This is an optimization exercise on Yosys and OpenROAD, whose aim is small area, not a production implementation. Function not checked in this run: the RTL went through the layout flow alone. Power is estimated from default activity; no workload was simulated.

[flow/run.sh]
#!/bin/bash
# synth_recipe.tcl (not shown) runs the flow's synth.tcl, then flattens the netlist and writes it again
# the make line also repeats each setting of config.mk as NAME=value (left out here)
make -C /OpenROAD-flow-scripts/flow DESIGN_CONFIG=/design/flow/config.mk WORK_HOME=/design/flow/orfs CLKGATE_MAP_FILE= SYNTH_SCRIPT=/design/flow/synth_recipe.tcl finish
[flow/config.mk]
export PLATFORM = sky130hd
export DESIGN_NAME = Pipeline
export DESIGN_NICKNAME = Pipeline
export VERILOG_FILES = /design/flow/design.v
export SDC_FILE = /design/flow/constraint.sdc
export NUM_CORES = 4
export LEC_CHECK = 0
export CAP_MARGIN = 20
export CORE_MARGIN = 2
export CORE_UTILIZATION = 45
export PLACE_DENSITY = 0.6
export SLEW_MARGIN = 20
[flow/constraint.sdc]
create_clock -name core_clock -period 8.0 [get_ports {clk}]
set_input_delay 1.6000 -clock core_clock [delete_from_list [all_inputs] [get_ports {clk}]]
set_output_delay 1.6000 -clock core_clock [all_outputs]
set_load 0.01 [all_outputs]
[flow/design.v]
module MUX_2#(parameter N = 1) (A,B,s,OUT);
	input[N - 1:0] A,B;
	input s;
	output[N - 1:0] OUT;
	assign OUT = (s)? A : B;
endmodule 
module MUX_4#(parameter N = 1) (A,B,C,D,s,OUT);
	input[N - 1:0] A,B,C,D;
	input [1:0]s;
	output[N - 1:0] OUT;
	assign OUT = (s == 2'b0)? A :
			(s == 2'b01) ? B:
			(s == 2'b10) ? C:
			(s == 2'b11) ? D:
			0;
endmodule 
module MUX_8#(parameter N = 1) (A,B,C,D,E,F,G,H,s,OUT);
	input[N - 1:0] A,B,C,D,E,F,G,H;
	input [2:0]s;
	output[N - 1:0] OUT;
	assign OUT = (s == 0)? A :
			(s == 1) ? B:
			(s == 2) ? C:
			(s == 3) ? D:
			(s == 4) ? E:
			(s == 5) ? F:
			(s == 6) ? G:
			(s == 7) ? H:
			0;
endmodule 
module Reg#(parameter N = 1)(input [N-1:0]D, input clk, enable, rst, output reg [N-1 : 0] Q);
	always@(posedge clk)begin
		if(rst) Q <= 0;
		else if(enable) Q <= D;
	end
endmodule
module RegFile(input clk, input rst, input [4:0] readReg1, readReg2, writeReg, input regwrite, input [31:0] writeData,
		output [31:0] readData1, readData2);
	reg [32*32-1:32] MemReg;
	wire wr = regwrite && writeReg != 0;
	integer index;
	always@(posedge clk)begin
		for (index=1; index < 32; index = index + 1)
			if(rst) MemReg[32*index +: 32] <= 0;
			else if(wr && writeReg == index) MemReg[32*index +: 32] <= writeData;
	end
	wire [32*32-1:0] regs = {MemReg, 32'd0};
	assign readData1 = (readReg1 == 0) ? 32'd0 : (wr && writeReg == readReg1) ? writeData : regs[32*readReg1 +: 32];
	assign readData2 = (readReg2 == 0) ? 32'd0 : (wr && writeReg == readReg2) ? writeData : regs[32*readReg2 +: 32];
endmodule
module SignExtend(A,B);
	input[15:0] A;
	output [31:0] B;
	assign B = { {16{A[15]}},A } ;
endmodule
module ALU (A, B, ALUcont, zero, out);
	input [3:0] ALUcont;
	input signed [31:0] A, B;
	output reg zero;
	output reg signed [63:0] out;
    always @(A, B, ALUcont)begin
     	out = 0;
	    zero = 0;
      	case(ALUcont)
         	4'b0000 : out = A + B;
         	4'b0001 : out = A - B;
         	4'b0010 : out = A & B;
         	4'b0011 : out = A | B;
         	4'b0100 : out = A ^ B;
		4'b0101 : out = (A < B) ? 1 : 0;
		4'b1000 : begin
			zero = ( A == B ) ? 1 : 0;
			out = 0;
		end
		4'b1001 : begin
			zero = ( A != B ) ? 1 : 0;
			out = 0;
		end
		default : out = 0;
       	endcase
     end
 endmodule
module CU(input [31:0] Inst,
		input clk,
		output reg pcwrite, RegWrite, branch, MemWrite, MemRead, j, jr, jal, 
		output reg [3:0] ALUcont,
		output reg [2:0] ALUSrc1, ALUSrc2, Mem2Reg, RegDst);
		always@(*)begin
			{pcwrite , RegWrite, branch, MemWrite, MemRead, j, jr, jal}<=8'b10000000;
   			ALUcont<=4'b0;
			ALUSrc1 <= 3'b0;
			ALUSrc2 <= 3'b0;
			Mem2Reg <= 3'b0;
			RegDst <= 3'b0;
			 case(Inst[31:26])
				6'b001000: begin 
					ALUSrc2 <= 3;
					RegWrite <= 1;
					Mem2Reg <= 1;
					RegDst <= 1;
				end
				6'b100000: begin 
					RegWrite <= 1;
					Mem2Reg <= 1;
					RegDst <= 2;
				end
				6'b100010: begin 
					ALUcont <= 4'b0001;
					RegWrite <= 1;
					Mem2Reg <= 1;
					RegDst <= 2;
				end
				6'b100100: begin 
					ALUcont <= 4'b0010;
					RegWrite <= 1;
					Mem2Reg <= 1;
					RegDst <= 2;
				end
				6'b100101: begin 
					ALUcont <= 4'b0011;
					RegWrite <= 1;
					Mem2Reg <= 1;
					RegDst <= 2;
				end
				6'b100110: begin 
					ALUcont <= 4'b0100;
					RegWrite <= 1;
					Mem2Reg <= 1;
					RegDst <= 2;
				end
				6'b101010: begin 
					RegWrite <= 1;
					Mem2Reg <= 1;
					RegDst <= 2;
					ALUcont <= 4'b0101;
				end
				6'b001010: begin 
					ALUSrc2 <= 3;
					RegWrite <= 1;
					Mem2Reg <= 1;
					RegDst <= 1;
					ALUcont <= 4'b0101;
				end
				6'b011000: begin 
				end
				6'b011010: begin 
				end
				6'b100011:begin 
					RegWrite <= 1;
					MemRead <= 1;
					ALUSrc2 <= 3;
					RegDst <= 1;
				end
				6'b101011:begin 
					MemWrite <= 1;
					ALUSrc2 <= 3;
				end
				6'b010000:begin 
					RegDst <= 0;
					RegWrite <= 1;
					Mem2Reg <= 5;
				end
				6'b010001:begin 
					RegDst <= 0;
					RegWrite <= 1;
					Mem2Reg <= 2;
				end
				6'b000010:begin 
					j <= 1;
				end
				6'b000011:begin 
					RegWrite <= 1;
					Mem2Reg <= 3;
					RegDst <= 3;
					jal <= 1;
				end
				6'b000111:begin 
					jr <= 1;
				end
				6'b000100:begin 
					branch <= 1;
					ALUcont <= 4'd8;
				end
				6'b000101:begin 
					branch <= 1;
					ALUcont <= 4'd9;
				end
				6'b001111:begin 
					RegDst <= 0;
					RegWrite <= 1;
					Mem2Reg <= 4;
				end
			endcase
		end
endmodule
module forwardUnit(input [4:0] EX_Mem_Rd, Mem_WB_Rd, ID_EX_Rs, ID_EX_Rt,
			 input EX_Mem_regwrite, Mem_WB_regwrite,
			input [1:0] ALUSrc1, ALUSrc2,
			output [1:0] ALUsrc1, ALUsrc2);
	assign ALUsrc1 = (Mem_WB_regwrite==1 && (Mem_WB_Rd==ID_EX_Rs  ) && Mem_WB_Rd != 0)?
			2'd2 : (EX_Mem_regwrite == 1 && (EX_Mem_Rd==ID_EX_Rs  ) && EX_Mem_Rd!=0)?
			2'd1 : ALUSrc1;
	assign ALUsrc2 = (Mem_WB_regwrite==1 && (  Mem_WB_Rd==ID_EX_Rt) && Mem_WB_Rd != 0)?
			2'd1 : (EX_Mem_regwrite == 1 && ( EX_Mem_Rd==ID_EX_Rt) && EX_Mem_Rd!=0)?
			2'd2 : ALUSrc2;
endmodule
module HazardDetec(input [31:0] readData1, readData2, input [5:0] IFout_opc,
			input ID_EX_memread,
			input [4:0] ID_EX_Rd, IF_ID_Rs, IF_ID_Rt,
			output IFflush,pcwrite,contsel,IFwrite );
	assign {pcwrite,contsel,IFwrite} = (ID_EX_memread==1 && (ID_EX_Rd==IF_ID_Rs || ID_EX_Rd==IF_ID_Rt))? 3'd0:3'd7;
	assign IFflush = ((IFout_opc == 6'b000100 && readData1 == readData2)||(IFout_opc == 6'b000101 && readData1 != readData2))?
		1 : 0;
endmodule
module DP(input clk, input rst, input [31:0] Inst, readData_Mem,
		input pcwrite, RegWrite, branch, MemWrite, MemRead, j, jr, jal,contsel, IFwrite, IFflush,
		input [3:0] ALUcont,
		input [2:0] ALUSrc1_CU, ALUSrc2_CU, ALUSrc1_FW, ALUSrc2_FW, Mem2Reg, RegDst,
		output [1:0] ALUsrc1, ALUsrc2,
		output [4:0] EX_Mem_Rd, Mem_WB_Rd, ID_EX_Rs, ID_EX_Rt,
		output EX_Mem_regwrite, Mem_WB_regwrite,
		output [31:0] readData1out, readData2out, 
		output [5:0] IFout_opc,
		output ID_EX_memread,
		output [4:0] ID_EX_Rd, IF_ID_Rs, IF_ID_Rt,
		output [31:0] adr_inst, adr_Mem, writeData_Mem ,Inst_CU,
		output memWrite, memRead);
	wire [31:0] hiout, lowout, jrout, plus4out, pcsrcout, jjalout,  plusbranchout, signexout, readData1, readData2,
		ALUSrc1out, ALUSrc2out, Mem2Regout;
	wire [63:0] IFout, ALUout;
	wire [22:0] contselout;
	wire [165:0] IDout;
	wire [161:0] EXout;
	wire [157:0] Memout;
	wire [4:0] RegDstout;
	wire zero, tmp, pcsrc;  
	Reg#(32) pc(jrout, clk, pcwrite, rst, adr_inst);
	Reg#(32) hi(Memout[121:90], clk, 1'b1, rst, hiout);
	Reg#(32) lo(Memout[57:26], clk, 1'b1, rst, lowout);
	Reg#(64) IF({plus4out, Inst}, clk, IFwrite, IFflush | rst, IFout); 
	Reg#(166) ID({contselout, IFout[63:32], readData1, readData2, signexout, IFout[25:21], IFout[20:16], IFout[15:11]},
			clk, 1'b1, rst, IDout);
	Reg#(162) EX({IDout[165:162], IDout[148:146], IDout[142:111], zero, ALUout, IDout[78:47], IDout[9:5], IDout[30:15],
			RegDstout}, clk, 1'b1, rst, EXout);
	Reg#(158) Mem({EXout[161], EXout[157:123], EXout[121:90], readData_Mem, EXout[89:58], EXout[25:5], EXout[4:0]},
			clk, 1'b1, rst, Memout);
	ALU EXE(ALUSrc1out, ALUSrc2out, IDout[158:155], zero, ALUout);
	MUX_2#(32) Pcsrc(plusbranchout, plus4out, pcsrc, pcsrcout);
	 MUX_2#(32) jjal( {IDout[142:139], IDout[25:0], 2'b0}, pcsrcout, (IDout[161] | IDout[159]), jjalout);
	 MUX_2#(32) Jr((IDout[110:79] << 2), jjalout, IDout[160], jrout);
	MUX_2#(23) Contsel({RegWrite, branch, MemWrite, MemRead, j, jr, jal, 
				ALUcont, ALUSrc1_CU, ALUSrc2_CU, Mem2Reg, RegDst}, 0, contsel, contselout);
	MUX_4#(32) src1(IDout[110:79],EXout[89:58],Mem2Regout, 0 , ALUSrc1_FW,ALUSrc1out);
	MUX_4#(32) src2(IDout[78:47],Mem2Regout,EXout[89:58],IDout[46:15], ALUSrc2_FW,ALUSrc2out);
	MUX_4#(5) regdst(IDout[14:10], IDout[9:5], IDout[4:0], 5'd31, IDout[144:143],RegDstout);
	MUX_8#(32) mem2reg(Memout[89:58],Memout[57:26], hiout,Memout[153:122],{{11{Memout[25]}},Memout[25:5]},lowout,0,0,Memout[156:154],Mem2Regout);
	SignExtend SE(IFout[15:0], signexout);
	RegFile RF(clk, rst, IFout[25:21], IFout[20:16], Memout[4:0], Memout[157], Mem2Regout,readData1,readData2);
	assign Inst_CU = IFout[31:0];
	assign memRead = EXout[158];
	assign memWrite = EXout[159];
	assign pcsrc = (IFout[31:26]==6'b000100)?(contselout[21] & (readData1==readData2)):
				(IFout[31:26]==6'b000101)?(contselout[21] & (readData1!=readData2)):0;
	assign plus4out = 4 + adr_inst;
	 assign plusbranchout = IFout[63:32] + (signexout << 2) ;
	assign adr_Mem = EXout[89:58];    
	assign writeData_Mem = EXout[57:26];  
	assign EX_Mem_Rd = EXout[4:0];
	assign Mem_WB_Rd = Memout[4:0];
	assign ID_EX_Rs = IDout[14:10];
	assign ID_EX_Rt = IDout[9:5];
	assign EX_Mem_regwrite = EXout[161];
	assign Mem_WB_regwrite = Memout[157];
	assign ALUsrc1 = IDout[153:152];
	assign ALUsrc2 = IDout[150:149];
	assign readData1out = readData1;
	assign readData2out = readData2;
	assign IFout_opc = IFout[31:26];
	assign ID_EX_memread = IDout[162];
	assign ID_EX_Rd = RegDstout;
	assign IF_ID_Rs = IFout[25:21]; 
	assign IF_ID_Rt = IFout[20:16];
endmodule
module Pipeline(input clk, input rst, input [31:0] Inst, readData_Mem,
		output [31:0] adr_inst, adr_Mem, writeData_Mem,
		output memWrite, memRead);
	wire pcwrite, RegWrite, branch, MemWrite, MemRead, j, jr, jal,contsel, IFwrite, IFflush ,Pcwrite;
	wire [3:0] ALUcont;
	wire [2:0] ALUSrc1_CU, ALUSrc2_CU, ALUSrc1_FW, ALUSrc2_FW, Mem2Reg, RegDst;
	wire [1:0] ALUsrc1, ALUsrc2;
	wire [4:0] EX_Mem_Rd, Mem_WB_Rd, ID_EX_Rs, ID_EX_Rt;
	wire EX_Mem_regwrite, Mem_WB_regwrite;
	wire [31:0] readData1out, readData2out, Inst_CU;
	wire [5:0] IFout_opc;
	wire ID_EX_memread;
	wire [4:0] ID_EX_Rd, IF_ID_Rs, IF_ID_Rt;
	DP dp(clk, rst, Inst, readData_Mem,
		pcwrite, RegWrite, branch, MemWrite, MemRead, j, jr, jal,contsel, IFwrite, IFflush,
		ALUcont,
		ALUSrc1_CU, ALUSrc2_CU, ALUSrc1_FW, ALUSrc2_FW, Mem2Reg, RegDst,
		ALUsrc1, ALUsrc2,
		EX_Mem_Rd, Mem_WB_Rd, ID_EX_Rs, ID_EX_Rt,
		EX_Mem_regwrite, Mem_WB_regwrite,
		readData1out, readData2out, 
		IFout_opc,
		ID_EX_memread,
		ID_EX_Rd, IF_ID_Rs, IF_ID_Rt,
		adr_inst, adr_Mem, writeData_Mem,Inst_CU,
		memWrite, memRead);
	CU cu(Inst_CU,
		clk,
		Pcwrite, RegWrite, branch, MemWrite, MemRead, j, jr, jal, 
		ALUcont,
		ALUSrc1_CU, ALUSrc2_CU, Mem2Reg, RegDst);
	forwardUnit FW(EX_Mem_Rd, Mem_WB_Rd, ID_EX_Rs, ID_EX_Rt,
			EX_Mem_regwrite, Mem_WB_regwrite,
			ALUsrc1, ALUsrc2,
			ALUSrc1_FW, ALUSrc2_FW);
	HazardDetec HD(readData1out, readData2out, IFout_opc,
			ID_EX_memread,
			ID_EX_Rd, IF_ID_Rs, IF_ID_Rt,
			IFflush,pcwrite,contsel,IFwrite );
endmodule
==> summary.txt <==
[logic make-up (layout without fill, tap and decap cells)]
logic type               count (synthesis)  after routing  synth area share [%]
AO/OA/AOI/OAI                         2008           2008                  17.7
XOR/XNOR                               135            135                  1.54
adder cells (fa/ha/maj)                131            131                  2.16
buffers and inverters                  996            799                  5.91
flip-flops                            1515           1515                  39.5
multiplexers                           783            783                  17.6
other                                    0              1                     0
AND/OR/NAND/NOR                       2738           2738                  15.6
[sequential cells by signal, summed over array words and instances, names as in the netlist]
| signal | count |
|---|---|
| dp.pc.Q | 32 |
| dp.RF.MemReg | 992 |
| dp.IF.Q | 64 |
| dp.EX.Q | 129 |
| dp.ID.Q | 138 |
| dp.lo.Q | 32 |
| dp.hi.Q | 1 |
| dp.Mem.Q | 127 |
[per-stage QoR]
step | area [um2] | total power, mW | worst slack, ns | cells | util [%]
6_report | 85300 | 17.6 | 0.776 | 10328 | 50.3
5_1_grt | 85300 | 18.1 | 0.771 | 10327 | 50.3
4_1_cts | 85300 | 17.6 | 1.13 | 10326 | 50.3
3_5_place_dp | 79600 | 9.66 | 1.12 | 10024 | 46.9
3_3_place_gp | 79600 | 9.66 | 1.26 | 10024 | 46.9
2_1_floorplan | 76800 | 8.98 | 2.87 | 8306 | -
[power groups by stage]
stage / Combinational (mW) / Clock, mW / Sequential [mW]
2_1_floorplan: 1.12 / 0 / 7.85
3_3_place_gp: 1.66 / 0 / 8.00
3_5_place_dp: 1.66 / 0 / 8.00
6_report: 1.73 / 8.05 / 7.84
4_1_cts: 1.67 / 8.11 / 7.83
5_1_grt: 1.80 / 8.42 / 7.84
[critical path: stages (launching register included)]
cell and delay, ns:
dfxtp_1 1.02, nor2_1 0.28, a21oi_1 0.53, a21o_1 0.89, a211oi_1 0.09, a211oi_1 0.56
xor2_1 0.14, nor4_1 0.59, o2111ai_1 0.32, nor4_4 0.72, a21o_1 0.30, nand2_2 0.59
or2_1 0.45, a311o_1 0.37, a311oi_2 0.23
[worst min path at each step]
stage / from / end / cells after the start
after floorplan: dp.ID.Q[111] / dp.EX.Q[123] / 1
after global placement: dp.EX.Q[18] / dp.Mem.Q[18] / 1
after detailed placement: dp.EX.Q[23] / dp.Mem.Q[23] / 1
after CTS: dp.EX.Q[14] / dp.Mem.Q[14] / 1
after global routing: dp.EX.Q[10] / dp.Mem.Q[10] / 1
final: dp.EX.Q[14] / dp.Mem.Q[14] / 1
[cell usage in the layout, fill, tap and decap left out, drive strengths merged, types with 145 or more instances in the layout]
master	Yosys	layout
a211oi	807	807
a21oi	526	526
buf	338	199
clkbuf	522	238
clkdlybuf4s50	0	162
dfxtp	1515	1515
inv	133	145
mux2i	257	257
mux4	443	443
nand2	833	833
nor2	1171	1171
nor2b	345	345
o21ai	177	177
[routing by layer]
layer / share of wire, % / up-vias / GRT usage [%]
met5: 0.041 / - / 0
met4: 7.1 / 18 / 20.7
met3: 11 / 961 / 8.35
met2: 44 / 3892 / 52.6
met1: 38 / 32204 / 43.7
li1: - / 29128 / -
[final cells by class]
class,instances,area (um2),area share [%]
well taps,2218,2780,3.25
flip-flops and latches,1515,30400,35.6
clock inverters,64,822,0.964
diodes,1,2.50,0.00293
clock buffers,238,4870,5.71
repair buffers,361,3410,3.99
inverters,136,510,0.599
multi-input cells,5795,42500,49.9
==> summary.txt <==
result of the run no timing/DRC/antenna violations; Final HPWL DP about 200,000 um; transition time at the pin with the least slew margin 1.31 ns; worst rel slew slack 12.4%; via count of the first global-routing pass ~62,000; hold_ws 0.427 ns; pins over their slew limit 0; Max VDD drop 0.214 mV; core area ~170,000 um2; highest clock rate 138 MHz; fraction of power consumed by sequential logic 44.5%; most area-consuming cells after synthesis dfxtp_1 (39%), mux4_2 (13%), a211oi_1 (7.9%), nor2_1 (5.7%), nand2_1 (4.1%); Mapped Avg Cell Area 9.25 um2; I/O pin total approximately 160; Clock Sinks 1,515; number of H-tree branching levels 4; worst min-delay path class reg -> reg; total global routing track utilization 34.3%; Synth-to-Final Area Change 11.0%; global-route wire length before repair 441,000 um; most frequently used flop master after synthesis dfxtp_1; area enclosed by the die boundary 174,000 um2; Critical Path Start Type register; end of the worst register-to-register path dp.pc.Q[2]; clock-pin transition on the worst setup and hold timing paths approximately 0.06 ns; category of the critical setup timing path reg -> reg; number of register bits inferred by synthesis 1,515; most instantiated library cell after synthesis dfxtp_1; EDFF count, synth 0; final net count 8,171; Max clock buf depth 3; first-pass iteration count of the detailed router 9; antenna-violating nets left 0; Critical Path End Type register; arrival time reported for the critical path endpoint 7.95 ns; port buffer count 163; maximum number of pins on one net before global-route repair 219; number of hold-repair buffers added at the cts stage 0; Skew-Pair Late Insertion Delay between 0.8 and 0.9 ns; detailed-route via count 66,203; count of mapped cells out of synthesis 8,306; register-to-register setup slack about 0.78 ns; final critical delay including setup and external delays 7.22 ns; root cell of the clock tree clkbuf_16; Async SR Flop Fraction 0%; number of maximum-capacitance constraint violations 0; TritonCTS buffer count 165; Cell Area, Synth 76,800 um2; total of fill cells in the finished design approximately 16,000; total overflow reported by the global router 0; initial cell density of the core a little under half; Final setup violation count 0; proportion of netlist area held by the largest area contributor 39.5%; post-synth top area cell dfxtp_1; net load switching power 4.72 mW; share of layout cells above drive strength 1 14.0%; leak pwr 28.4 nW; required time of the critical path 8.73 ns; Routed Wire Length 306,000 um; RSZ-0062 raised after global routing false; number of remaining DRC errors 0; post-DR vias/cell between 6 and 7; wire length per cell after detailed routing 29.6 um; GP Congestion 0.999; crit path launch dp.Mem.Q[2]; die boundary width 417 um; final hold violation count 0; antenna violations before repair 19; ranking of synthesized cells by instance count dfxtp_1 (1,515), nor2_1 (1,171), nand2_1 (832), a211oi_1 (805), a21oi_1 (524); Int Power about 13 mW; # Post-CTS Setup Buffers 0; Resized cells post-CTS 0; Core Rows 151; syn_nets 8,503; switching fraction of total power 26.8%; Synthesis Warnings 13; clock network power share 45.7%; count of cells along the worst register-to-register path 14; Total Neg Setup Slack 0 ns; r2r startpoint dp.Mem.Q[2]; Worst Setup EP dp.pc.Q[2]; CTS tree done; clock skew after layout 0.0362 ns; height of the die 417 um; maximum fanout encountered on the critical timing path 40; sequential element share of the synthesized area between 30 and 40%; count of different cell masters after synthesis 91; number of violations reported at the end of detailed-routing iteration 0 8,665; power per cell area 207 nW/um2; post-route fraction of the period consumed by the critical path about nine tenths; fraction of power consumed by combinational cells 9.8%

[separate check: timing with driven ports]
Ports are ideal in the flow. The routed layout listed here was re-timed in OpenROAD.
Step 1, drivers: a clkbuf_16 drives clk and a buf_2 each remaining input, both assumed.
Step 2 moves the port delays by t, midway between the first and last clock arrival at a register: inputs arrive t later, outputs are due t later. That takes back most of the time a late clock gives input paths.
a / b / c = ideal / step 1 / step 2; a / b = the first two.
t (ns): 0.909
setup slack, ns: 0.776 / 0.776 / 0.776
worst setup path after step 2: register to register
cell pins on the clock port's net: 1
After both steps setup and hold are still met in this run. For this run, drivers alone change the setup slack by 0.000 ns; drivers and shift together by 0.000 ns.
